This is an optimization exercise on Yosys and OpenROAD, whose aim is small area, not a production implementation. Only simulation tests tie the RTL to the original design; equivalence was not proved.

==> design/flow/design.v <==
module oneD_DCT(input [79:0] x, output [79:0] y);
function [9:0] ad; input [9:0] a, b; input ci; integer i; reg c; begin
  c = ci; for (i = 0; i < 10; i = i + 1) {c, ad[i]} = a[i] + b[i] + c; end endfunction
function [17:0] ad18; input [17:0] a, b; integer i; reg c; begin
  c = 1'b0; for (i = 0; i < 18; i = i + 1) {c, ad18[i]} = a[i] + b[i] + c; end endfunction
function [17:0] sx; input [9:0] d; sx = {{8{d[9]}}, d}; endfunction
function [9:0] m138; input [9:0] d; reg [17:0] v; begin v = sx(d);             
  v = ad18(ad18(v << 7, v << 3), v << 1); m138 = v[17:8]; end endfunction
function [9:0] m181; input [9:0] d; reg [17:0] v, t; begin v = sx(d);           
  t = ad18(v, v << 2); t = ad18(t << 5, t << 2); t = ad18(t, v); m181 = t[17:8]; end endfunction
function [9:0] m334; input [9:0] d; reg [17:0] v, t; begin v = sx(d);           
  t = ad18(v, v << 2); t = ad18(t, t << 5); t = ad18(t << 1, v << 2); m334 = t[17:8]; end endfunction
function [9:0] m97; input [9:0] d; reg [17:0] v, t; begin v = sx(d);            
  t = ad18(v, v << 1); t = ad18(t << 5, v); m97 = t[17:8]; end endfunction
wire [9:0] a0=x[9:0],a1=x[19:10],a2=x[29:20],a3=x[39:30],a4=x[49:40],a5=x[59:50],a6=x[69:60],a7=x[79:70];
wire [9:0] b0 = ad(a0, a7, 1'b0),  b7 = ad(a0, ~a7, 1'b1);
wire [9:0] b1 = ad(a1, a6, 1'b0),  b3 = ad(a1, ~a6, 1'b1);
wire [9:0] b4 = ad(a2, a5, 1'b0),  b6 = ad(a2, ~a5, 1'b1);
wire [9:0] b2 = ad(a2, ~a4, 1'b1);
wire [9:0] nb5 = ad(~a3, ~a4, 1'b1);                  
wire [9:0] c0 = ad(b0, ~nb5, 1'b0), c4 = ad(b0, nb5, 1'b1);
wire [9:0] c3 = ad(b1, b4, 1'b0),   c1 = ad(b1, ~b4, 1'b1);
wire [9:0] c2 = ad(b2, b6, 1'b0);
wire [9:0] c5 = ad(b3, b7, 1'b0);
wire [9:0] c6 = ad(b3, b6, 1'b0);
wire [9:0] c7 = b7;
wire [9:0] d0 = ad(c0, c3, 1'b0),   d1 = ad(c0, ~c3, 1'b1);
wire [9:0] d3 = ad(c1, c4, 1'b0);
wire [9:0] d4 = ad(c2, ~c5, 1'b1);
wire [9:0] h2 = m138(c2), h3 = m181(c6), h4 = m334(c5), h6 = m181(d3), h7 = m97(d4);
wire k2 = c2[9] & (|c2[6:0]);
wire k3 = c6[9] & (|c6[7:0]);
wire k4 = c5[9] & (|c5[6:0]);
wire k6 = d3[9] & (|d3[7:0]);
wire k7 = d4[9] & (|d4[7:0]);
wire [9:0] f2 = ad(c4, h6, k6),  f3 = ad(c4, ~h6, ~k6);
wire [9:0] f4 = ad(c7, h3, k3),  f5 = ad(c7, ~h3, ~k3);
wire [9:0] g6 = ad(h2, h7, k2),  g7 = ad(h4, h7, k4);    
wire [9:0] s1 = ad(f4, g7, k7),  s7 = ad(f4, ~g7, ~k7);
wire [9:0] s5 = ad(f5, g6, k7),  s3 = ad(f5, ~g6, ~k7);
assign y = {s7, f3, s5, d1, s3, f2, s1, d0};
endmodule
module quant(input [9:0] x, input [5:0] idx, output [9:0] q);
reg [6:0] d;
always @* case (idx)
    6'o00: d = 16;  6'o01: d = 11;  6'o02: d = 10;  6'o03: d = 16;  6'o04: d = 24;  6'o05: d = 40;  6'o06: d = 51;  6'o07: d = 61;
    6'o10: d = 12;  6'o11: d = 12;  6'o12: d = 14;  6'o13: d = 19;  6'o14: d = 26;  6'o15: d = 58;  6'o16: d = 60;  6'o17: d = 55;
    6'o20: d = 14;  6'o21: d = 13;  6'o22: d = 16;  6'o23: d = 24;  6'o24: d = 40;  6'o25: d = 57;  6'o26: d = 69;  6'o27: d = 56;
    6'o30: d = 14;  6'o31: d = 17;  6'o32: d = 22;  6'o33: d = 29;  6'o34: d = 51;  6'o35: d = 87;  6'o36: d = 80;  6'o37: d = 62;
    6'o40: d = 18;  6'o41: d = 22;  6'o42: d = 37;  6'o43: d = 56;  6'o44: d = 68;  6'o45: d = 109; 6'o46: d = 103; 6'o47: d = 77;
    6'o50: d = 24;  6'o51: d = 35;  6'o52: d = 55;  6'o53: d = 64;  6'o54: d = 81;  6'o55: d = 104; 6'o56: d = 113; 6'o57: d = 92;
    6'o60: d = 49;  6'o61: d = 64;  6'o62: d = 78;  6'o63: d = 87;  6'o64: d = 103; 6'o65: d = 121; 6'o66: d = 120; 6'o67: d = 101;
    6'o70: d = 72;  6'o71: d = 92;  6'o72: d = 95;  6'o73: d = 98;  6'o74: d = 112; 6'o75: d = 100; 6'o76: d = 103; 6'o77: d = 99;
endcase
function [8:0] ad8; input [7:0] a, b; input ci; integer i; reg c; begin
  c = ci; for (i = 0; i < 8; i = i + 1) {c, ad8[i]} = a[i] + b[i] + c; ad8[8] = c; end endfunction
function [9:0] inc; input [9:0] a; input ci; integer i; reg c; begin
  c = ci; for (i = 0; i < 10; i = i + 1) begin inc[i] = a[i] ^ c; c = a[i] & c; end end endfunction
wire s = x[9];
wire [9:0] ax = inc(x ^ {10{s}}, s);    
reg [12:0] r;
reg [5:0] qq;
reg [8:0] t;
integer j;
always @* begin
    r = {3'd0, ax};
    for (j = 5; j >= 0; j = j - 1) begin
        t = ad8(r[j +: 8], {1'b1, ~d}, 1'b1);    
        qq[j] = t[8];
        if (t[8]) r[j +: 8] = t[7:0];
    end
end
assign q = inc({4'd0, qq} ^ {10{s}}, s);
endmodule
module top (input clk, rst, enin, enout,
            input signed [9:0] datain,
            output reg signed [9:0] dataout);
reg [9:0] W [0:63];
reg [9:0] IN;           
reg       iv;           
reg [6:0] pc;           
reg       colgo;        
reg [3:0] cs;           
reg [6:0] rc;           
wire rowend = iv & (pc[2:0] == 3'd0);    
wire colrun = colgo & ~cs[3];
wire rd = enout & cs[3] & ~rc[6];
wire [79:0] ein, eout;
assign ein = colgo ? {W[56],W[48],W[40],W[32],W[24],W[16],W[8],W[0]}
                   : {IN,W[63],W[62],W[61],W[60],W[59],W[58],W[57]};
oneD_DCT eng(.x(ein), .y(eout));
wire [9:0] y0=eout[9:0], y1=eout[19:10], y2=eout[29:20], y3=eout[39:30],
           y4=eout[49:40], y5=eout[59:50], y6=eout[69:60], y7=eout[79:70];
wire [9:0] q;
quant qu(.x(W[56]), .idx(rc[5:0]), .q(q));
always @(posedge clk) IN <= datain;
always @(posedge clk) begin
    if (rst) begin
        iv <= 1'b0; pc <= 7'd0; cs <= 4'd0; colgo <= 1'b0; rc <= 7'd0;
        dataout <= 10'd0;
    end else begin
        iv <= enin & ~pc[6];
        if (enin & ~pc[6]) pc <= pc + 7'd1;
        if (rowend & pc[6]) colgo <= 1'b1;
        if (colrun) cs <= cs + 4'd1;
        if (rd) begin
            dataout <= q;
            rc <= rc + 7'd1;
        end
    end
end
integer i;
wire shift = iv | colrun | rd;
always @(posedge clk) begin
    if (shift) begin
        for (i = 0; i < 63; i = i + 1) W[i] <= W[i+1];
        W[63] <= colrun ? y0 : (iv ? IN : W[0]);
        if (rowend) begin
            W[56] <= y0; W[57] <= y1; W[58] <= y2; W[59] <= y3;
            W[60] <= y4; W[61] <= y5; W[62] <= y6; W[63] <= y7;
        end
        if (colrun) begin
            W[7] <= y1; W[15] <= y2; W[23] <= y3; W[31] <= y4;
            W[39] <= y5; W[47] <= y6; W[55] <= y7;
        end
    end
end
endmodule
==> design/flow/run.sh <==
#!/bin/bash
# synth_recipe.tcl (not shown) runs the flow's synth.tcl, then flattens the netlist and writes it again
# the make line also repeats each setting of config.mk as NAME=value (left out here)
make -C /OpenROAD-flow-scripts/flow DESIGN_CONFIG=/design/flow/config.mk WORK_HOME=/design/flow/orfs CLKGATE_MAP_FILE= SYNTH_SCRIPT=/design/flow/synth_recipe.tcl finish
==> design/flow/config.mk <==
export PLATFORM = sky130hd
export DESIGN_NAME = top
export DESIGN_NICKNAME = top
export VERILOG_FILES = /design/flow/design.v
export SDC_FILE = /design/flow/constraint.sdc
export NUM_CORES = 4
export LEC_CHECK = 0
export CAP_MARGIN = 20
export CORE_MARGIN = 2
export CORE_UTILIZATION = 65
export CTS_BUF_LIST = sky130_fd_sc_hd__clkbuf_8
export CTS_CLUSTER_DIAMETER = 40
export CTS_CLUSTER_SIZE = 15
export PLACE_DENSITY = 0.75
export SLEW_MARGIN = 20
==> design/flow/constraint.sdc <==
create_clock -name core_clock -period 20.0 [get_ports {clk}]
set_input_delay 4.0000 -clock core_clock [delete_from_list [all_inputs] [get_ports {clk}]]
set_output_delay 4.0000 -clock core_clock [all_outputs]
set_load 0.01 [all_outputs]
==> summary.md, run 1 <==
| Metric | Value |
|---|---|
| Status | `no timing/DRC/antenna violations` |
| IO Pins | `24` |
| Row count | `85` |
| Largest net degree at the start of global routing | `181` |
| TritonCTS clock tree | `built` |
| Hold violation total from the final report | `0` |
| Leading cell type in the layout, fill and taps excluded | `edfxtp_1` |
| Hold buffer count at cts | `0` |
| Most frequent cells in the layout | `640 x edfxtp_1, 374 x fa_1, 342 x inv_1` |
| Min-Delay Path Class | `reg2reg` |
| Clk slew on worst S/H paths | `0.07 ns` |
| Routed wire length | `around 70 mm` |
| Die area | `56900 um2` |
| Final nets | `2979` |
| Reg2reg path depth | `84` |
| CP peak stage delay | `between 0.4 and 0.5 ns` |
| WHS Path Cells | `0` |
| Max Fclk | `0.0532 GHz` |
| RePlAce Congestion | `0.908` |
| Clock skew | `0.0532 ns` |
| Post-synth EDFFs | `640` |
| Clock latency on the worst-skew pair | `0.70 ns` |
| Critical Path Fanout Max | `10` |
| Routed Antenna Nets | `0` |
| Ant diodes | `0` |
| CP dominant cell by count | `fa_1` |
| FFs w/ async S/R, synth | `0` |
| Post-Synthesis Net Count | `roughly 3k` |
| Final period utilization | `0.940` |
| Required @ worst endpoint | `about 21 ns` |
| Top_reg_cell synth | `edfxtp_1` |
| Element type at the critical path start | `flop` |
| Starting Density | `0.661` |
| Met3 wire len | `3.35 mm` |
| DR top layer | `met4` |
| Kind of critical path | `reg2reg` |
| R2R Setup Slk | `~1.2 ns` |
| Area Overhead vs Synth | `8.20%` |
| Worst Max-Slew Pin Slew | `~1.1 ns` |
| RR Startpoint | `W[56][9]` |
| FILL cells | `approximately 3.5k` |
| Slew Limit Fails | `0` |
| Mapped Area | `~36000 um2` |
| Detailed router's first-iteration violation count | `between 1k and 1.5k` |
| Hold wc startpoint | `W[55][2]` |
| Fraction of layout cells with a size suffix above 1 | `0.0862` |
| Cell count after synthesis | `approximately 2.4k` |
| Critical Path End Type | `flop` |
| Max Cap Viol | `0` |
| Worst slew margin | `0.282` |
| WHS Endpoint | `W[54][2]` |
| Final setup fails | `0` |
| Setup tns final | `0 ns` |
| Synth cell types | `75` |
| Synth warnings | `5` |
| WL per Instance | `roughly 21 um` |
| Mean Syn Cell Area | `14.7 um2` |
| Detailed Routing Iterations Pass 1 | `7` |
| Number of buffers created by CTS | `82` |
| Remaining Overflow, GRT | `0` |
| DR vias/cell | `5.61` |
| Sequential area share after synthesis | `0.563` |
| Sink Count | `just under 700` |
| Port buffer count | `23` |
| Final core occ | `0.715` |
| DR WL met2 | `around 34 mm` |
| Total track usage | `0.263` |
| Number of remaining DRC errors | `0` |
| #FFs+latches synth | `between 600 and 700` |
| Die W | `238 um` |
| Chip Height | `roughly 240 um` |
| Hpwl dp | `52.5 mm` |
| Floorplan Core Area | `roughly 54000 um2` |
| Initial antenna violation count | `2` |
| Slowest cell on crit path | `edfxtp_1` |
| Period minus WS final | `~19 ns` |
| H-tree depth | `3` |
| Number of global-route vias before repair | `19.4k` |
| First-pass GRT wire length | `between 100 and 150 mm` |
| Worst r2r dst | `dataout[6]` |
| Clock Tree Buf Depth | `3` |
| DR vias | `roughly 18k` |
| Met1 wire length | `roughly 30 mm` |
| Root buf cell | `clkbuf_8` |
| Arr. time, crit path | `roughly 19 ns` |
## critical path: cells and delay by family, from the launching register on
kind / cells / cell delay (ns)
flip-flops: 1 / 0.46
adder cells (fa/ha/maj): 49 / 13.91
AO/OA/AOI/OAI: 13 / 2.16
XOR/XNOR: 1 / 0.19
AND/OR/NAND/NOR: 3 / 0.30
multiplexers: 2 / 0.39
buffers and inverters: 16 / 1.26
## through the flow
step	setup slack [ns]	area [um2]	instances	hold slack (ns)
3_5_place_dp	0.318	36700	3099	0.405
2_1_floorplan	0.773	35700	2435	0.400
6_report	1.20	38700	3260	0.396
4_1_cts	0.306	38600	3250	0.389
5_1_grt	-0.0204	38700	3260	0.395
3_3_place_gp	0.538	36700	3099	0.400
## worst max-delay path by stage
stage | endpoint | startpoint | cells after the start | slack (ns)
global placement | dataout[6] | W[56][9] | 85 | 0.54
floorplan | W[0][0] | enout | 4 | 0.77
global route | dataout[6] | W[56][9] | 84 | -0.02
finish | dataout[6] | W[56][9] | 84 | 1.20
detailed placement | dataout[6] | W[56][9] | 85 | 0.32
CTS | dataout[6] | W[56][9] | 85 | 0.31
## synthesized netlist by cell type (6+ instances only)
library cell | count | share of area
mux2i_1 | 90 | 0.025
ha_1 | 93 | 0.033
nor2_1 | 42 | 0.0044
o21ai_0 | 112 | 0.016
inv_1 | 335 | 0.035
a31oi_1 | 6 | 0.0011
xor2_1 | 35 | 0.0086
clkbuf_1 | 62 | 0.0065
nand2b_1 | 6 | 0.0011
dfxtp_1 | 45 | 0.025
nand2_1 | 331 | 0.035
edfxtp_1 | 640 | 0.54
a21o_1 | 24 | 0.0050
o211ai_1 | 12 | 0.0025
xnor2_1 | 42 | 0.010
mux2_2 | 22 | 0.0069
fa_1 | 375 | 0.21
nand3_1 | 11 | 0.0015
a21oi_1 | 33 | 0.0046
a211oi_1 | 8 | 0.0017
## kinds of logic (layout without fill, tap and decap cells)
logic type	after synthesis	count (layout)	share of synthesized area
xor gates and xnor gates	92	92	0.0275
and+or+nand+nor	431	431	0.0493
buffers and inverters	408	537	0.0435
adders and majority gates	468	468	0.243
AOI/OAI and AO/OA	237	237	0.0406
muxes	114	114	0.0332
DFF	685	685	0.563
## repair_timing
| action | CTS | global route |
|---|---|---|
| resized for setup | 0 | 5 |
| endpoints found under the setup margin | 0 | 7 |
| buffers inserted | 0 | 10 |
## per-layer routing
layer,vias up,global-route usage
met3,128,0.0364
met5,-,0
met4,0,0.101
li1,8320,-
met2,530,0.423
met1,9301,0.374
## state kept, by name (all words and copies together) (netlist names)
signal,count
W,640
iv,1
dataout,8
colgo,1
rc,7
pc,7
cs,4
IN,10
qu.d,7
## layout make-up
type                       count  area [um2]  share of cell area
sequential                   685       20100               0.521
multi-input combinational   1342       14100               0.364
inverter                     336        1260              0.0326
clock buffer                  83        1140              0.0296
tap                          696         871              0.0225
clock inverter                68         724              0.0187
timing repair buffer          50         445              0.0115
==> inputs of run 2 (changes only) <==
--- a/design/flow/config.mk
+++ b/design/flow/config.mk
@@ -10,5 +10,5 @@
 export CORE_UTILIZATION = 65
-export CTS_BUF_LIST = sky130_fd_sc_hd__clkbuf_8
-export CTS_CLUSTER_DIAMETER = 40
-export CTS_CLUSTER_SIZE = 15
+export CTS_BUF_LIST = sky130_fd_sc_hd__clkbuf_16
+export CTS_CLUSTER_DIAMETER = 60
+export CTS_CLUSTER_SIZE = 25
 export PLACE_DENSITY = 0.75
==> summary.md, run 2 <==
| Metric | Value |
|---|---|
| Mapped Area | `35700 um2 (unchanged)` |
| Clk slew on worst S/H paths | `0.10 ns (was 0.07 ns)` |
| Chip Height | `238 um (unchanged)` |
| Starting Density | `0.661 (unchanged)` |
| FFs w/ async S/R, synth | `0 (unchanged)` |
| Area Overhead vs Synth | `7.05% (was 8.20%)` |
| Die area | `56900 um2 (unchanged)` |
| Worst slew margin | `0.284 (was 0.282)` |
| Final setup fails | `0 (unchanged)` |
| TritonCTS clock tree | `built (unchanged)` |
| Clock latency on the worst-skew pair | `0.61 ns (was 0.70 ns)` |
| Sequential area share after synthesis | `0.563 (unchanged)` |
| Number of buffers created by CTS | `42 (was 82)` |
| Element type at the critical path start | `flop (unchanged)` |
| Final nets | `2940 (was 2979)` |
| Period minus WS final | `18.77 ns (was 18.80 ns)` |
| Max Fclk | `0.0533 GHz (was 0.0532 GHz)` |
| Mean Syn Cell Area | `14.7 um2 (unchanged)` |
| Largest net degree at the start of global routing | `181 (unchanged)` |
| Max FFs per register | `640 (unchanged)` |
| DP Worst Slack | `0.318 ns (unchanged)` |
| Die W | `238 um (unchanged)` |
| Leading cell type in the layout, fill and taps excluded | `edfxtp_1 (unchanged)` |
| Worst setup margin | `1.23 ns (was 1.20 ns)` |
| Clock Tree Buf Depth | `3 (unchanged)` |
| Arr. time, crit path | `19.26 ns (was 19.37 ns)` |
| First-pass GRT wire length | `110 mm (was 111 mm)` |
| RePlAce Congestion | `0.908 (unchanged)` |
| Leading area contributor after synthesis | `edfxtp_1 (unchanged)` |
| Hold violation total from the final report | `0 (unchanged)` |
| Root buf cell | `clkbuf_16 (was clkbuf_8)` |
| Remaining Overflow, GRT | `0 (unchanged)` |
| Top reg by flops | `W (unchanged)` |
| Total track usage | `0.260 (was 0.263)` |
| Status | `no timing/DRC/antenna violations (unchanged)` |
| IO Pins | `24 (unchanged)` |
| Biggest regs | `W: 640 flops, IN: 10 flops, dataout: 8 flops (unchanged)` |
| Max Cap Viol | `0 (unchanged)` |
| CP dominant cell by count | `fa_1 (unchanged)` |
| Detailed router's first-iteration violation count | `1327 (was 1217)` |
| Most common cell in the netlist | `edfxtp_1 (unchanged)` |
| Sink Count | `685 (unchanged)` |
| Post-Synthesis Net Count | `2917 (unchanged)` |
| Worst Max-Slew Pin Slew | `1.07 ns (was 1.08 ns)` |
| DR vias | `17.9k (was 18.3k)` |
| Critical Path End Type | `flop (unchanged)` |
| CP peak stage delay | `0.47 ns (was 0.46 ns)` |
| Cell count after synthesis | `2435 (unchanged)` |
| Synth cell types | `75 (unchanged)` |
| Kind of critical path | `reg2reg (unchanged)` |
| FILL cells | `3540 (was 3490)` |
| Synth warnings | `5 (unchanged)` |
| Number of remaining DRC errors | `0 (unchanged)` |
| Top_reg_cell synth | `edfxtp_1 (unchanged)` |
| RSZ-0062 raised after global routing | `false` |
| Slew Limit Fails | `0 (unchanged)` |
| Number of global-route vias before repair | `18.9k (was 19.4k)` |
| Slowest cell on crit path | `edfxtp_1 (unchanged)` |
| Final period utilization | `0.938 (was 0.940)` |
| Most frequent cells in the layout | `640 x edfxtp_1, 374 x fa_1, 340 x inv_1 (was 640 x edfxtp_1, 374 x fa_1, 342 x inv_1)` |
| Routed Antenna Nets | `0 (unchanged)` |
| Hpwl dp | `52.5 mm (unchanged)` |
| WL per Instance | `21.9 um (was 21.5 um)` |
| Hold buffer count at cts | `0 (unchanged)` |
| Floorplan Core Area | `54000 um2 (unchanged)` |
| H-tree depth | `2 (was 3)` |
| DR vias/cell | `5.64 (was 5.61)` |
| Fraction of layout cells with a size suffix above 1 | `0.0596 (was 0.0862)` |
| Min-Delay Path Class | `reg2reg (unchanged)` |
| Reg2reg path depth | `84 (unchanged)` |
| Routed wire length | `69.6 mm (was 70.0 mm)` |
| Commonest cells post-synth | `640 x edfxtp_1, 375 x fa_1, 335 x inv_1, 331 x nand2_1, 112 x o21ai_0 (unchanged)` |
| Required @ worst endpoint | `20.49 ns (was 20.57 ns)` |
| #FFs+latches synth | `685 (unchanged)` |
| Top cells by area, synth | `edfxtp_1 54%, fa_1 21%, inv_1 3.5% (unchanged)` |
| Setup tns final | `0 ns (unchanged)` |
| Top-area cell type share of the netlist area | `0.538 (unchanged)` |
| Port buffer count | `23 (unchanged)` |
| Initial antenna violation count | `2 (unchanged)` |
| Detailed Routing Iterations Pass 1 | `5 (was 7)` |
| Critical Path Fanout Max | `10 (unchanged)` |
| Post-synth EDFFs | `640 (unchanged)` |
| Clock skew | `0.0293 ns (was 0.0532 ns)` |
| WHS Path Cells | `0 (unchanged)` |
| Row count | `85 (unchanged)` |
run 2: cell counts after synthesis:
Identical to the previous run, type by type.
run 2: worst paths after layout:
path	slack, ns	end	startpoint
worst max-delay path	1.23	dataout[6]	W[56][9]
worst min-delay path	0.41	W[14][3]	W[15][3]
worst max register to register	1.23	dataout[6]	W[56][9]
worst min register to register	0.41	W[14][3]	W[15][3]
run 2: area by class of cell:
class                           instances  area, um2  share of cell area
Clock inverter                         26        344             0.00900
Antenna cell                            1       2.50           0.0000654
Tap cell                              696        871              0.0228
Multi-Input combinational cell       1342      14100               0.368
Inverter                              336       1260              0.0330
Timing Repair Buffer                   51        473              0.0124
Sequential cell                       685      20100               0.526
Clock buffer                           43       1080              0.0281
run 2: logic make-up after synthesis:
family | after synthesis | share of synthesized area
xor+xnor | 92 | 0.0275
compound gates | 237 | 0.0406
mux | 114 | 0.0332
fa+ha+maj | 468 | 0.243
flops | 685 | 0.563
simple gates | 431 | 0.0493
buf+inv | 408 | 0.0435
run 2: what timing repair did:
item                                    4_1_cts  5_1_grt
buffers inserted                              0       10
resized for setup                             0        7
endpoints found under the setup margin        0        8
run 2: per-stage QoR:
stage	util	instance area, um2	hold WS, ns	instances
2_1_floorplan	-	35700	0.400	2435
5_1_grt	0.708	38200	0.399	3179
6_report	0.708	38200	0.407	3180
4_1_cts	0.705	38100	0.405	3168
3_5_place_dp	0.679	36700	0.405	3099
3_3_place_gp	0.679	36700	0.400	3099
run 2: critical path: cells and delay by family (launching register included):
family / cells / cell delay, ns
adders and majority gates: 49 / 13.94
AOI/OAI and AO/OA: 13 / 2.07
buffers and inverters: 16 / 1.27
DFF: 1 / 0.47
muxes: 2 / 0.39
and+or+nand+nor: 3 / 0.31
xor gates and xnor gates: 1 / 0.19
run 2: routing by layer:
layer  wire [um]  GRT usage
met4        2670     0.0955
met2       34200      0.422
met3        3130     0.0297
met1       29500      0.372
met5           0          0
==> inputs of run 3 (changes only) <==
==> design/flow/config.mk (replaced) <==
export PLATFORM = sky130hd
export DESIGN_NAME = top
export DESIGN_NICKNAME = top
export VERILOG_FILES = /design/flow/design.v
export SDC_FILE = /design/flow/constraint.sdc
export NUM_CORES = 4
export LEC_CHECK = 0
export CAP_MARGIN = 0
export CORE_MARGIN = 2
export CORE_UTILIZATION = 80
export CTS_BUF_LIST = sky130_fd_sc_hd__clkbuf_16
export CTS_CLUSTER_DIAMETER = 60
export CTS_CLUSTER_SIZE = 28
export PLACE_DENSITY = 0.9
export SLEW_MARGIN = 0
==> summary.md, run 3 <==
| Metric | Value |
|---|---|
| Top delay family on crit path | `adder cells (unchanged)` |
| Root buf cell | `clkbuf_16 (unchanged)` |
| Port buffer count | `23 (unchanged)` |
| Slowest cell on crit path | `edfxtp_1 (unchanged)` |
| Clock latency on the worst-skew pair | `0.65 ns (was 0.61 ns)` |
| Detailed router's first-iteration violation count | `4590 (was 1327)` |
| Synth Area in Compound Gates | `0.0406 (unchanged)` |
| Post-Synthesis Net Count | `2917 (unchanged)` |
| Critical Path End Type | `flop (unchanged)` |
| Chip Height | `215 um (was 238 um)` |
| H-tree depth | `2 (unchanged)` |
| Clk slew on worst S/H paths | `0.11 ns (was 0.10 ns)` |
| Fin cells | `3072 (was 3180)` |
| Die W | `215 um (was 238 um)` |
| Status | `no timing/DRC/antenna violations (unchanged)` |
| Cell count after synthesis | `2435 (unchanged)` |
| Synth warnings | `5 (unchanged)` |
| Max Cap Viol | `0 (unchanged)` |
| Top_reg_cell synth | `edfxtp_1 (unchanged)` |
| Top-area cell type share of the netlist area | `0.538 (unchanged)` |
| FFs w/ async S/R, synth | `0 (unchanged)` |
| IO Pins | `24 (unchanged)` |
| Hold_ws | `0.419 ns (was 0.407 ns)` |
| Required @ worst endpoint | `20.51 ns (was 20.49 ns)` |
| Sink Count | `685 (unchanged)` |
| Worst slew margin | `0.175 (was 0.284)` |
| Min-Delay Path Class | `reg2reg (unchanged)` |
| Final setup fails | `0 (unchanged)` |
| #FFs+latches synth | `685 (unchanged)` |
| Hold violation total from the final report | `0 (unchanged)` |
| Number of buffers created by CTS | `41 (was 42)` |
| Routed Antenna Nets | `0 (unchanged)` |
| CP Depth | `83 (was 84)` |
| Mapped Area | `35700 um2 (unchanged)` |
| Area Overhead vs Synth | `6.54% (was 7.05%)` |
| WL per Instance | `33.0 um (was 21.9 um)` |
| Arr. time, crit path | `19.45 ns (was 19.26 ns)` |
| Final nets | `2931 (was 2940)` |
| Sequential area share after synthesis | `0.563 (unchanged)` |
| Detailed Routing Iterations Pass 1 | `7 (was 5)` |
| Initial antenna violation count | `6 (was 2)` |
| Max FFs per register | `640 (unchanged)` |
| Main combinational cell family by area after synthesis | `adder cells (unchanged)` |
| RePlAce Congestion | `0.969 (was 0.908)` |
| Final core occ | `0.863 (was 0.708)` |
| CP peak stage delay | `0.50 ns (was 0.47 ns)` |
| Total track usage | `0.464 (was 0.260)` |
| CP dominant cell by count | `fa_1 (unchanged)` |
| Biggest regs | `W: 640 flops, IN: 10 flops, dataout: 8 flops (unchanged)` |
| Commonest cells post-synth | `640 x edfxtp_1, 375 x fa_1, 335 x inv_1, 331 x nand2_1, 112 x o21ai_0 (unchanged)` |
| Floorplan Core Area | `44100 um2 (was 54000 um2)` |
| Final period utilization | `0.947 (was 0.938)` |
| Number of remaining DRC errors | `0 (unchanged)` |
| Max Fclk | `0.0528 GHz (was 0.0533 GHz)` |
| Buf+Inv Stages, Crit Path | `14 (was 16)` |
| Synth Area in Adders | `0.243 (unchanged)` |
| Setup tns final | `0 ns (unchanged)` |
| Reg2reg path depth | `83 (was 84)` |
| Register area | `20100 um2 (unchanged)` |
| RSZ-0062 raised after global routing | `false (unchanged)` |
| Fraction of layout cells with a size suffix above 1 | `0.0569 (was 0.0596)` |
| Top reg by flops | `W (unchanged)` |
| Critical Path Fanout Max | `18 (was 10)` |
| Top cells by area, synth | `edfxtp_1 54%, fa_1 21%, inv_1 3.5% (unchanged)` |
| Clock Tree Buf Depth | `3 (unchanged)` |
| Synth cell types | `75 (unchanged)` |
| Worst Max-Slew Pin Slew | `1.24 ns (was 1.07 ns)` |
| Simple-gate share of the synthesized area | `0.0493 (unchanged)` |
| Worst r2r dst | `dataout[6] (unchanged)` |
| Row count | `77 (was 85)` |
| Most frequent cells in the layout | `640 x edfxtp_1, 375 x fa_1, 339 x inv_1 (was 640 x edfxtp_1, 374 x fa_1, 340 x inv_1)` |
| Hpwl dp | `63.0 mm (was 52.5 mm)` |
| Routed wire length | `101 mm (was 69.6 mm)` |
| DR vias/cell | `7.13 (was 5.64)` |
| First-pass GRT wire length | `151 mm (was 110 mm)` |
| DP Worst Slack | `0.755 ns (was 0.318 ns)` |
| Worst setup margin | `1.06 ns (was 1.23 ns)` |
| Placed instance area | `36600 um2 (was 36700 um2)` |
| TritonCTS clock tree | `built (unchanged)` |
| Slew Limit Fails | `0 (unchanged)` |
| Post-synth EDFFs | `640 (unchanged)` |
| DR vias | `21.9k (was 17.9k)` |
| Number of global-route vias before repair | `23.1k (was 18.9k)` |
| Kind of critical path | `reg2reg (unchanged)` |
| Leading area contributor after synthesis | `edfxtp_1 (unchanged)` |
| Setup crit start | `W[56][9] (unchanged)` |
| Largest net degree at the start of global routing | `102 (was 181)` |
| Starting Density | `0.810 (was 0.661)` |
| Final Cell Area | `38100 um2 (was 38200 um2)` |
| Period minus WS final | `18.94 ns (was 18.77 ns)` |
| Synth Area in XOR/XNOR | `0.0275 (unchanged)` |
| R2R Setup Slk | `1.06 ns (was 1.23 ns)` |
| Most common cell in the netlist | `edfxtp_1 (unchanged)` |
| Placed Cells | `2998 (was 3099)` |
| Mean Syn Cell Area | `14.7 um2 (unchanged)` |
| Remaining Overflow, GRT | `0 (unchanged)` |
| RR Startpoint | `W[56][9] (unchanged)` |
| Clock skew | `0.0391 ns (was 0.0293 ns)` |
| FILL cells | `1699 (was 3540)` |
| Mux contribution to synthesized area | `0.0332 (unchanged)` |
| Leading cell type in the layout, fill and taps excluded | `edfxtp_1 (unchanged)` |
| Area of the multi-input gates | `14100 um2 (about the same)` |
| Critical Path End | `dataout[6] (unchanged)` |
| Element type at the critical path start | `flop (unchanged)` |
| Die area | `46400 um2 (was 56900 um2)` |
run 3: how the worst min path moves through the flow:
stage / startpoint / cells past startpoint / to
floorplan: W[1][0] / 0 / W[0][0]
global placement: W[9][8] / 0 / W[8][8]
detailed placement: W[1][7] / 0 / W[0][7]
CTS: W[28][3] / 0 / W[27][3]
global route: W[23][3] / 0 / W[22][3]
finish: W[31][4] / 0 / W[30][4]
run 3: per-layer routing:
metal	vias to the layer above	GRT usage	routed length [um]
li1	8186	-	-
met1	10400	0.560	30300
met2	2465	0.705	46200
met3	826	0.146	13900
met4	2	0.363	11000
met5	-	0	12
run 3: layout make-up:
cell class	count	share of cell area
Sequential cell	685	0.529
Multi-Input combinational cell	1342	0.370
Inverter	336	0.0331
Clock buffer	43	0.0283
Tap cell	592	0.0195
Clock inverter	30	0.0104
Timing Repair Buffer	43	0.00999
Antenna cell	1	0.0000657
run 3: repair_timing:
| item | CTS | global route |
|---|---|---|
| setup buffers | 0 | 0 |
| hold endpoints to repair | 0 | 0 |
| hold buffers | 0 | 0 |
| endpoints found under the setup margin | 0 | 4 |
| resized for setup | 0 | 4 |
run 3: logic make-up after synthesis:
group,after synthesis
mux,114
simple gates,431
flops,685
xor+xnor,92
buf+inv,408
compound gates,237
fa+ha+maj,468
==> inputs of run 4 (changes only) <==
--- a/design/flow/design.v
+++ b/design/flow/design.v
@@ -80,9 +80,9 @@
 reg       iv;           
-reg [6:0] pc;           
+reg [7:0] pc;           
 reg       colgo;        
 reg [3:0] cs;           
-reg [6:0] rc;           
+wire take = enin & ~pc[6] & ~pc[7];
 wire rowend = iv & (pc[2:0] == 3'd0);    
 wire colrun = colgo & ~cs[3];
-wire rd = enout & cs[3] & ~rc[6];
+wire rd = enout & cs[3] & pc[6];
 wire [79:0] ein, eout;
@@ -94,3 +94,3 @@
 wire [9:0] q;
-quant qu(.x(W[56]), .idx(rc[5:0]), .q(q));
+quant qu(.x(W[56]), .idx(pc[5:0]), .q(q));
 always @(posedge clk) IN <= datain;
@@ -98,15 +98,11 @@
     if (rst) begin
-        iv <= 1'b0; pc <= 7'd0; cs <= 4'd0; colgo <= 1'b0; rc <= 7'd0;
-        dataout <= 10'd0;
+        iv <= 1'b0; pc <= 8'd0; cs <= 4'd0; colgo <= 1'b0;
     end else begin
-        iv <= enin & ~pc[6];
-        if (enin & ~pc[6]) pc <= pc + 7'd1;
+        iv <= take;
+        if (take | rd) pc <= pc + 8'd1;
         if (rowend & pc[6]) colgo <= 1'b1;
         if (colrun) cs <= cs + 4'd1;
-        if (rd) begin
-            dataout <= q;
-            rc <= rc + 7'd1;
-        end
     end
 end
+always @(posedge clk) if (~rst & rd) dataout <= q;
 integer i;
==> design/flow/config.mk (replaced) <==
export PLATFORM = sky130hd
export DESIGN_NAME = top
export DESIGN_NICKNAME = top
export VERILOG_FILES = /design/flow/design.v
export SDC_FILE = /design/flow/constraint.sdc
export NUM_CORES = 4
export LEC_CHECK = 0
export CAP_MARGIN = 20
export CORE_MARGIN = 2
export CORE_UTILIZATION = 65
export CTS_BUF_LIST = sky130_fd_sc_hd__clkbuf_16
export CTS_CLUSTER_DIAMETER = 60
export CTS_CLUSTER_SIZE = 25
export PLACE_DENSITY = 0.75
export SLEW_MARGIN = 20
==> summary.md, run 4 <==
| Metric | Value |
|---|---|
| CP dominant cell by count | `fa_1 (unchanged)` |
| Reg2reg path depth | `79 (was 83)` |
| Arr. time, crit path | `19.25 ns (was 19.45 ns)` |
| Hold buffer count at cts | `0 (unchanged)` |
| Synth warnings | `5 (unchanged)` |
| Slew Limit Fails | `0 (unchanged)` |
| Top cells by area, synth | `edfxtp_1 55%, fa_1 21%, inv_1 3.6% (was edfxtp_1 54%, fa_1 21%, inv_1 3.5%)` |
| Initial antenna violation count | `1 (was 6)` |
| Detailed Routing Iterations Pass 1 | `5 (was 7)` |
| Post-cts gate resize count | `0 (unchanged)` |
| First-pass GRT wire length | `111 mm (was 151 mm)` |
| Cell count after synthesis | `2399 (was 2435)` |
| Worst slew margin | `0.325 (was 0.175)` |
| Top reg by flops | `W (unchanged)` |
| R2R Setup Slk | `1.10 ns (was 1.06 ns)` |
| Max FFs per register | `640 (unchanged)` |
| DP Worst Slack | `0.578 ns (was 0.755 ns)` |
| DR vias/cell | `5.70 (was 7.13)` |
| Worst r2r dst | `dataout[6] (unchanged)` |
| Post-synth EDFFs | `648 (was 640)` |
| DR vias | `17.9k (was 21.9k)` |
| Slowest cell on crit path | `edfxtp_1 (unchanged)` |
| TritonCTS clock tree | `built (unchanged)` |
| Commonest cells post-synth | `648 x edfxtp_1, 375 x fa_1, 337 x inv_1, 301 x nand2_1, 108 x o21ai_0 (was 640 x edfxtp_1, 375 x fa_1, 335 x inv_1, 331 x nand2_1, 112 x o21ai_0)` |
| Worst Max-Slew Pin Slew | `1.01 ns (was 1.24 ns)` |
| #FFs+latches synth | `679 (was 685)` |
| Hold violation total from the final report | `0 (unchanged)` |
| IO Pins | `24 (unchanged)` |
| Critical Path End Type | `flop (unchanged)` |
| Final period utilization | `0.945 (was 0.947)` |
| Routed Antenna Nets | `0 (unchanged)` |
| Root buf cell | `clkbuf_16 (unchanged)` |
| Max Cap Viol | `0 (unchanged)` |
| RSZ-0062 raised after global routing | `false (unchanged)` |
| Post-Synthesis Net Count | `2880 (was 2917)` |
| Clock Tree Buf Depth | `3 (unchanged)` |
| Ant diodes | `0 (was 1)` |
| WHS Path Cells | `0 (unchanged)` |
| Top delay family on crit path | `adder cells (unchanged)` |
| Most frequent cells in the layout | `648 x edfxtp_1, 374 x fa_1, 343 x inv_1 (was 640 x edfxtp_1, 375 x fa_1, 339 x inv_1)` |
| WL per Instance | `22.7 um (was 33.0 um)` |
| Max Fclk | `0.0529 GHz (was 0.0528 GHz)` |
| Sequential area share after synthesis | `0.565 (was 0.563)` |
| Post CTS Setup Buffer Count | `0 (unchanged)` |
| Sink Count | `679 (was 685)` |
| Mean Syn Cell Area | `14.8 um2 (was 14.7 um2)` |
| Kind of critical path | `reg2reg (unchanged)` |
| Routed wire length | `71.2 mm (was 101 mm)` |
| Clock latency on the worst-skew pair | `0.60 ns (was 0.65 ns)` |
| Top-area cell type share of the netlist area | `0.547 (was 0.538)` |
| Biggest regs | `W: 640 flops, IN: 10 flops (was W: 640 flops, IN: 10 flops, dataout: 8 flops)` |
| Synth cell types | `66 (was 75)` |
| Worst setup margin | `1.10 ns (was 1.06 ns)` |
| Most common cell in the netlist | `edfxtp_1 (unchanged)` |
| Fraction of layout cells with a size suffix above 1 | `0.0529 (was 0.0569)` |
| Leading area contributor after synthesis | `edfxtp_1 (unchanged)` |
| Clock skew | `0.0313 ns (was 0.0391 ns)` |
| Starting Density | `0.659 (was 0.810)` |
| FFs w/ async S/R, synth | `0 (unchanged)` |
| Detailed router's first-iteration violation count | `1232 (was 4590)` |
| Min-Delay Path Class | `reg2reg (unchanged)` |
| Leading cell type in the layout, fill and taps excluded | `edfxtp_1 (unchanged)` |
| CP peak stage delay | `0.48 ns (was 0.50 ns)` |
| Floorplan Core Area | `53900 um2 (was 44100 um2)` |
| Total track usage | `0.267 (was 0.464)` |
| Hold wc startpoint | `W[28][3] (was W[31][4])` |
| Chip Height | `238 um (was 215 um)` |
| H-tree depth | `2 (unchanged)` |
| RePlAce Congestion | `0.934 (was 0.969)` |
| Period minus WS final | `18.90 ns (was 18.94 ns)` |
| Clk slew on worst S/H paths | `0.09 ns (was 0.11 ns)` |
| Mapped Area | `35600 um2 (was 35700 um2)` |
| Required @ worst endpoint | `20.35 ns (was 20.51 ns)` |
| Number of buffers created by CTS | `41 (unchanged)` |
| Final setup fails | `0 (unchanged)` |
| WHS Endpoint | `W[27][3] (was W[30][4])` |
| Hpwl dp | `52.9 mm (was 63.0 mm)` |
| Die W | `238 um (was 215 um)` |
| Element type at the critical path start | `flop (unchanged)` |
| RR Startpoint | `W[56][9] (unchanged)` |
| Buf+Inv Stages, Crit Path | `14 (unchanged)` |
| Die area | `56600 um2 (was 46400 um2)` |
| Row count | `85 (was 77)` |
| Remaining Overflow, GRT | `0 (unchanged)` |
| Port buffer count | `23 (unchanged)` |
| Top_reg_cell synth | `edfxtp_1 (unchanged)` |
| Status | `no timing/DRC/antenna violations (unchanged)` |
| Setup tns final | `0 ns (unchanged)` |
| Area Overhead vs Synth | `6.83% (was 6.54%)` |
| Number of remaining DRC errors | `0 (unchanged)` |
| Number of global-route vias before repair | `18.9k (was 23.1k)` |
| Largest net degree at the start of global routing | `215 (was 102)` |
| Final nets | `2893 (was 2931)` |
| Critical Path Fanout Max | `9 (was 18)` |
## run 4: cell count changes after synthesis, sizes merged, moves of 6 or more
| cell | previous run | this run |
|---|---|---|
| nand3 | 11 | 17 |
| dfxtp | 45 | 31 |
| xnor2 | 48 | 54 |
| edfxtp | 640 | 648 |
| clkbuf | 62 | 54 |
| o21ai | 118 | 111 |
| buf | 10 | 17 |
| nor2 | 43 | 37 |
| nand2 | 331 | 301 |
## run 4: logic make-up after synthesis
logic type	share of synthesized area
multiplexers	0.0349
adder cells (fa/ha/maj)	0.244
XOR/XNOR	0.0277
buffers and inverters	0.0437
AND/OR/NAND/NOR	0.0461
AO/OA/AOI/OAI	0.0393
flip-flops	0.565
## run 4: worst max path at each step
stage | startpoint | to | slack (ns) | cells past startpoint
2_1_floorplan | enout | W[0][0] | 1.0 | 2
4_1_cts | W[56][9] | dataout[6] | 0.52 | 79
5_1_grt | W[56][9] | dataout[6] | 0.08 | 80
3_5_place_dp | W[56][9] | dataout[6] | 0.58 | 79
6_report | W[56][9] | dataout[6] | 1.10 | 79
3_3_place_gp | W[56][9] | dataout[6] | 0.91 | 79
## run 4: routing by layer
metal	GRT usage	part of all wire	routed length, um	up-vias
li1	-	-	-	8085
met1	0.395	0.44	31500	9171
met2	0.417	0.47	33800	469
met3	0.0341	0.044	3120	148
met4	0.100	0.040	2820	2
met5	0	0.00018	13	-
## run 4: final cells by class
| type | instances | area, um2 |
|---|---|---|
| Multi-Input combinational cell | 1312 | 14000 |
| Fill cell | 3538 | 15900 |
| Clock inverter | 27 | 313 |
| Tap cell | 696 | 871 |
| Sequential cell | 679 | 20100 |
| Inverter | 337 | 1260 |
| Timing Repair Buffer | 41 | 410 |
| Clock buffer | 43 | 1080 |
## run 4: worst reg2reg max path, delay by kind of cell, from the launching register on
| kind | cells | cell delay [ns] |
|---|---|---|
| muxes | 2 | 0.48 |
| AOI/OAI and AO/OA | 12 | 2.39 |
| DFF | 1 | 0.48 |
| and+or+nand+nor | 1 | 0.29 |
| adders and majority gates | 49 | 13.92 |
| xor gates and xnor gates | 1 | 0.19 |
| buffers and inverters | 14 | 0.87 |
## run 4: through the flow
step                hold WS (ns)  cells  area, um2   util
CTS                        0.419   3134      37900  0.704
global placement           0.400   3064      36600  0.678
floorplan                  0.400   2399      35600      -
detailed placement         0.405   3064      36600  0.678
finish                     0.417   3135      38000  0.704
global route               0.421   3135      38000  0.704
==> inputs of run 5 (changes only) <==
==> design/flow/flow/run.sh (new file) <==
#!/bin/bash
# Standard layout, with one netlist pass between synthesis and floorplan: flow/fapol.py
# re-polarises the full adders of the synthesised netlist so that fewer inverters are needed.
# Registers and every other cell are left as synthesis made them.
set -euo pipefail
R=orfs/results/$FLOW_PLATFORM/top/base
bash standard.sh synth > standard_synth.log 2>&1
cp $R/1_2_yosys.v $R/1_2_yosys.std.v
python3 flow/fapol.py $R/1_2_yosys.std.v $R/1_2_yosys.pol.v > fapol.log 2>&1
mv $R/1_2_yosys.pol.v $R/1_2_yosys.v
rm -f $R/1_synth.odb $R/1_synth.sdc
bash standard.sh > standard_finish.log 2>&1
==> design/flow/flow/fapol.py (new file) <==
#!/usr/bin/env python3
"""Re-polarise full adders in a mapped sky130 netlist to need fewer inverters.
A full adder is self-dual: fa(~a,~b,~c) = ~fa(a,b,c) on both outputs. Each fa_1 may be
flipped (inputs and outputs taken complemented); inverters are then re-inserted only where a
consumer needs the other polarity of a signal. The function of every output and register input
is unchanged. usage: fapol.py IN.v OUT.v"""
import re, sys, random, math
from collections import defaultdict

src = open(sys.argv[1]).read()
pat = re.compile(r'^(\s*)(sky130_fd_sc_hd__\w+)\s+(\S+)\s*\((.*?)\);\s*$', re.S | re.M)
cells = []
spans = []
for m in pat.finditer(src):
    ind, t, n, b = m.groups()
    pins = [(a, x.strip()) for a, x in re.findall(r'\.(\w+)\(([^()]*)\)', b)]
    cells.append([t, n, pins])
    spans.append(m.span())
mod_m = re.search(r'module\s+(\S+)\s*\((.*?)\);', src, re.S)
ports = set()
for m in re.finditer(r'^\s*(input|output)\s+(\[[^\]]*\]\s*)?(\S+)\s*;', src, re.M):
    ports.add(m.group(3))
def netbase(net):  # name of the port/wire a net bit belongs to
    net = net.strip()
    if net.startswith('\\'):
        return net.split(' ')[0]
    return net.split('[')[0]
OUTPINS = {'X', 'Y', 'SUM', 'COUT', 'Q', 'Q_N', 'HI', 'LO'}
def esc(v): return v + ' ' if v.startswith('\\') else v
def isinv(t): return re.fullmatch(r'sky130_fd_sc_hd__inv_\d+', t) is not None
isfa = [c[0] == 'sky130_fd_sc_hd__fa_1' for c in cells]
# inverters that drive a port net are kept as ordinary cells
keep = [False] * len(cells)
invmap = {}
for i, (t, n, p) in enumerate(cells):
    if isinv(t):
        d = dict(p)
        if netbase(d['Y']) in ports: keep[i] = True
        else: invmap[d['Y']] = d['A']
def base(net):
    pol = 0
    while net in invmap:
        net = invmap[net]; pol ^= 1
    return net, pol
drv = {}
for i, (t, n, p) in enumerate(cells):
    if isinv(t) and not keep[i]: continue
    for k, v in p:
        if k in OUTPINS: drv[v] = i
cons = defaultdict(list)   # base net -> [(cell, pin index, pol)]
for i, (t, n, p) in enumerate(cells):
    if isinv(t) and not keep[i]: continue
    for j, (k, v) in enumerate(p):
        if k in OUTPINS: continue
        b, pol = base(v)
        cons[b].append((i, j, pol))
# nets read by nothing but that an assign or port uses: refuse to touch designs with assigns
if re.search(r'^\s*assign\s', src, re.M):
    sys.exit('netlist has assign statements; not handled')
mode = [0] * len(cells)
def cost(b):
    d = drv.get(b); dm = mode[d] if d is not None else 0
    for (i, j, pol) in cons[b]:
        if pol ^ mode[i] ^ dm: return 1
    return 0
nets = list(cons)
cellnets = defaultdict(set)
for b in nets:
    d = drv.get(b)
    if d is not None: cellnets[d].add(b)
    for (i, j, pol) in cons[b]: cellnets[i].add(b)
fas = [i for i in range(len(cells)) if isfa[i]]
random.seed(1)
start = sum(cost(b) for b in nets)
best = start; bestmode = mode[:]
T0 = 1.0; N = 300000
for step in range(N):
    i = random.choice(fas)
    ns = cellnets[i]
    before = sum(cost(b) for b in ns)
    mode[i] ^= 1
    d = sum(cost(b) for b in ns) - before
    T = max(0.02, T0 * (1 - step / N))
    if not (d <= 0 or random.random() < math.exp(-d / T)):
        mode[i] ^= 1
    if step % 5000 == 0 or step == N - 1:
        c = sum(cost(b) for b in nets)
        if c < best: best = c; bestmode = mode[:]
mode = bestmode
print(f'fapol: inverted nets {start} -> {best}, fa flipped {sum(mode)}', file=sys.stderr)
# rebuild: every consumer pin connects to its base net or to one new inverter of it
newinv = {}
newcells = []
for b in nets:
    d = drv.get(b); dm = mode[d] if d is not None else 0
    for (i, j, pol) in cons[b]:
        need = pol ^ mode[i] ^ dm
        k, v = cells[i][2][j]
        if need:
            if b not in newinv:
                nm = f'_fapol_{len(newinv)}_'
                newinv[b] = nm
                newcells.append(f'  sky130_fd_sc_hd__inv_1 _fapolinv_{len(newinv)}_ (\n    .A({esc(b)}),\n    .Y({nm})\n  );\n')
            cells[i][2][j] = (k, newinv[b])
        else:
            cells[i][2][j] = (k, b)
out = []
pos = 0
for i, (s, e) in enumerate(spans):
    out.append(src[pos:s]); pos = e
    t, n, p = cells[i]
    if isinv(t) and not keep[i]: continue
    body = ',\n'.join(f'    .{k}({esc(v)})' for k, v in p)
    out.append(f'  {t} {n} (\n{body}\n  );')
out.append(src[pos:])
res = ''.join(out)
decl = ''.join(f'  wire {nm};\n' for nm in newinv.values())
i = res.index(';', mod_m.end() - 1) + 1 if False else mod_m.end()
res = res[:i] + '\n' + decl + res[i:]
res = res.replace('endmodule', ''.join(newcells) + 'endmodule', 1)
open(sys.argv[2], 'w').write(res)
==> design/flow/standard.sh (new file) <==
#!/bin/bash
# synth_recipe.tcl (not shown) runs the flow's synth.tcl, then flattens the netlist and writes it again
# the make line also repeats each setting of config.mk as NAME=value (left out here)
make -C /OpenROAD-flow-scripts/flow DESIGN_CONFIG=/design/flow/config.mk WORK_HOME=/design/flow/orfs CLKGATE_MAP_FILE= SYNTH_SCRIPT=/design/flow/synth_recipe.tcl "${@:-finish}"
removed: design/flow/run.sh
==> summary.md, run 5 <==
| Metric | Value |
|---|---|
| Status | `no timing/DRC/antenna violations (unchanged)` |
| Die area | `55700 um2 (was 56600 um2)` |
| Arr. time, crit path | `19.27 ns (was 19.25 ns)` |
| Port buffer count | `23 (unchanged)` |
| RSZ-0062 raised after global routing | `false (unchanged)` |
| Routed wire length | `72.0 mm (was 71.2 mm)` |
| Die W | `236 um (was 238 um)` |
| Sink Count | `679 (unchanged)` |
| Max Fclk | `0.0529 GHz (about the same)` |
| FILL cells | `3450 (was 3538)` |
| Number of remaining DRC errors | `0 (unchanged)` |
| Starting Density | `0.655 (was 0.659)` |
| Reg2reg path depth | `79 (unchanged)` |
| Mapped Area | `35000 um2 (was 35600 um2)` |
| RR Startpoint | `W[56][1] (was W[56][9])` |
| DR vias/cell | `5.83 (was 5.70)` |
| Clock Tree Buf Depth | `3 (unchanged)` |
| Top reg by flops | `W (unchanged)` |
| Required @ worst endpoint | `20.36 ns (was 20.35 ns)` |
| Final period utilization | `0.946 (was 0.945)` |
| Placed Cells | `2924 (was 3064)` |
| Largest net degree at the start of global routing | `198 (was 215)` |
| Slowest cell on crit path | `fa_1 (was edfxtp_1)` |
| R2R Setup Slk | `1.09 ns (was 1.10 ns)` |
| Biggest regs | `W: 640 flops, IN: 10 flops (unchanged)` |
| TritonCTS clock tree | `built (unchanged)` |
| DR WL met2 | `34.8 mm (was 33.8 mm)` |
| RePlAce Congestion | `0.946 (was 0.934)` |
| Post-Synthesis Net Count | `2737 (was 2880)` |
| Setup tns final | `0 ns (unchanged)` |
| Clock latency on the worst-skew pair | `0.62 ns (was 0.60 ns)` |
| DR vias | `17.5k (was 17.9k)` |
| Most frequent cells in the layout | `648 x edfxtp_1, 375 x fa_1, 301 x nand2_1 (was 648 x edfxtp_1, 374 x fa_1, 343 x inv_1)` |
| Mean Syn Cell Area | `15.5 um2 (was 14.8 um2)` |
| Worst Max-Slew Pin Slew | `1.07 ns (was 1.01 ns)` |
| Detailed router's first-iteration violation count | `1600 (was 1232)` |
| Total track usage | `0.273 (was 0.267)` |
| Fraction of layout cells with a size suffix above 1 | `0.0587 (was 0.0529)` |
| WL per Instance | `24.0 um (was 22.7 um)` |
| Clk slew on worst S/H paths | `0.10 ns (was 0.09 ns)` |
| Setup crit start | `W[56][1] (was W[56][9])` |
| Hold buffer count at cts | `0 (unchanged)` |
| First-pass GRT wire length | `112 mm (was 111 mm)` |
| Met3 wire len | `4.47 mm (was 3.12 mm)` |
| Worst slew margin | `0.285 (was 0.325)` |
| Final nets | `2754 (was 2893)` |
| Final setup fails | `0 (unchanged)` |
| Routed Antenna Nets | `0 (unchanged)` |
| Critical Path Fanout Max | `16 (was 9)` |
| Remaining Overflow, GRT | `0 (unchanged)` |
| Slew Limit Fails | `0 (unchanged)` |
| Max FFs per register | `640 (unchanged)` |
| Synth warnings | `5 (unchanged)` |
| IO Pins | `24 (unchanged)` |
| Clock skew | `0.0404 ns (was 0.0313 ns)` |
| Number of buffers created by CTS | `43 (was 41)` |
| Period minus WS final | `18.91 ns (was 18.90 ns)` |
| Detailed Routing Iterations Pass 1 | `5 (unchanged)` |
| Leading cell type in the layout, fill and taps excluded | `edfxtp_1 (unchanged)` |
| Met1 wire length | `29.5 mm (was 31.5 mm)` |
| Final core occ | `0.703 (was 0.704)` |
| Min-Delay Path Class | `reg2reg (unchanged)` |
| Kind of critical path | `reg2reg (unchanged)` |
| Fin cells | `2997 (was 3135)` |
| Hold violation total from the final report | `0 (unchanged)` |
| H-tree depth | `2 (unchanged)` |
| Element type at the critical path start | `flop (unchanged)` |
| Hpwl dp | `53.3 mm (was 52.9 mm)` |
| Ant diodes | `0 (unchanged)` |
| Root buf cell | `clkbuf_16 (unchanged)` |
| Area Overhead vs Synth | `7.33% (was 6.83%)` |
| Row count | `85 (unchanged)` |
| Initial antenna violation count | `3 (was 1)` |
| CP dominant cell by count | `fa_1 (unchanged)` |
| Worst r2r dst | `dataout[6] (unchanged)` |
| Number of global-route vias before repair | `18.6k (was 18.9k)` |
| Floorplan Core Area | `53500 um2 (was 53900 um2)` |
| CP peak stage delay | `0.48 ns (about the same)` |
| Critical Path End Type | `flop (unchanged)` |
| Chip Height | `236 um (was 238 um)` |
| Critical Path End | `dataout[6] (unchanged)` |
| WHS Path Cells | `0 (unchanged)` |
| Cell count after synthesis | `2256 (was 2399)` |
| DR top layer | `met5 (unchanged)` |
| Max Cap Viol | `0 (unchanged)` |
-- run 5: through the flow --
step           hold WS [ns]  area [um2]  setup slack (ns)
5_1_grt               0.418       37600            0.0258
3_5_place_dp          0.405       36000             0.583
4_1_cts               0.404       37600             0.454
2_1_floorplan         0.400       35000             0.767
3_3_place_gp          0.400       36000             0.696
6_report              0.406       37600              1.09
-- run 5: what timing repair did --
item	4_1_cts	5_1_grt
endpoints found under the setup margin	0	3
resized for setup	0	5
buffers inserted	0	0
-- run 5: routing by layer --
| metal | GRT usage | vias to the layer above |
|---|---|---|
| met3 | 0.0432 | 134 |
| li1 | - | 7804 |
| met5 | 0 | - |
| met1 | 0.388 | 8929 |
| met2 | 0.434 | 604 |
| met4 | 0.109 | 2 |
-- run 5: layout make-up --
type	instances	area, um2	area share
multi-input combinational	1312	14000	0.372
clock buffer	45	1130	0.0300
clock inverter	28	418	0.0111
sequential	679	20100	0.534
inverter	194	728	0.0194
tap	696	871	0.0232
timing repair buffer	43	393	0.0105
-- run 5: worst min-delay path by stage --
stage	endpoint	start
floorplan	W[0][0]	W[1][0]
global placement	W[40][5]	W[41][5]
detailed placement	W[1][9]	W[2][9]
CTS	W[29][4]	W[30][4]
global route	W[29][4]	W[30][4]
finish	W[41][8]	W[42][8]
-- run 5: critical path: cells and delay by family (launching register included) --
| kind | cells | cell delay (ns) |
|---|---|---|
| AOI/OAI and AO/OA | 12 | 1.98 |
| xor gates and xnor gates | 1 | 0.19 |
| adders and majority gates | 49 | 14.30 |
| buffers and inverters | 13 | 0.97 |
| DFF | 1 | 0.45 |
| muxes | 2 | 0.47 |
| and+or+nand+nor | 2 | 0.27 |

-- static timing again, ports no longer ideal --
How much do the figures lean on ideal ports? The routed layouts below were timed once more, with nothing changed but the port constraints.
Step 1 (the two cells are an assumption about what drives the block):
set clk [get_ports {clk}]
set_driving_cell -lib_cell sky130_fd_sc_hd__clkbuf_16 $clk
set_driving_cell -lib_cell sky130_fd_sc_hd__buf_2 [delete_from_list [all_inputs] $clk]
Step 2 adds t to the input delays and takes it off the output delays; t is the mean of the earliest and latest rising clock arrival at the registers after step 1. Input paths then give back, and output paths get back, about the clock's delay inside the block.
Three values: ideal, step 1, step 2; two values: the first two.
run	t, ns	setup slack, ns	worst setup path after step 2	latest minus earliest clock arrival (ns)	pins driven straight from the clock port
run 1	0.726	1.197 / 1.197 / 1.197	register to register	0.053 / 0.054	1
run 2	0.657	1.231 / 1.231 / 1.231	register to register	0.031 / 0.030	1
run 3	0.685	1.062 / 1.062 / 1.062	register to register	0.046 / 0.045	1
run 4	0.645	1.096 / 1.096 / 1.096	register to register	0.032 / 0.032	1
run 5	0.659	1.088 / 1.088 / 1.088	register to register	0.040 / 0.040	1
After both steps every run listed still meets setup and hold.
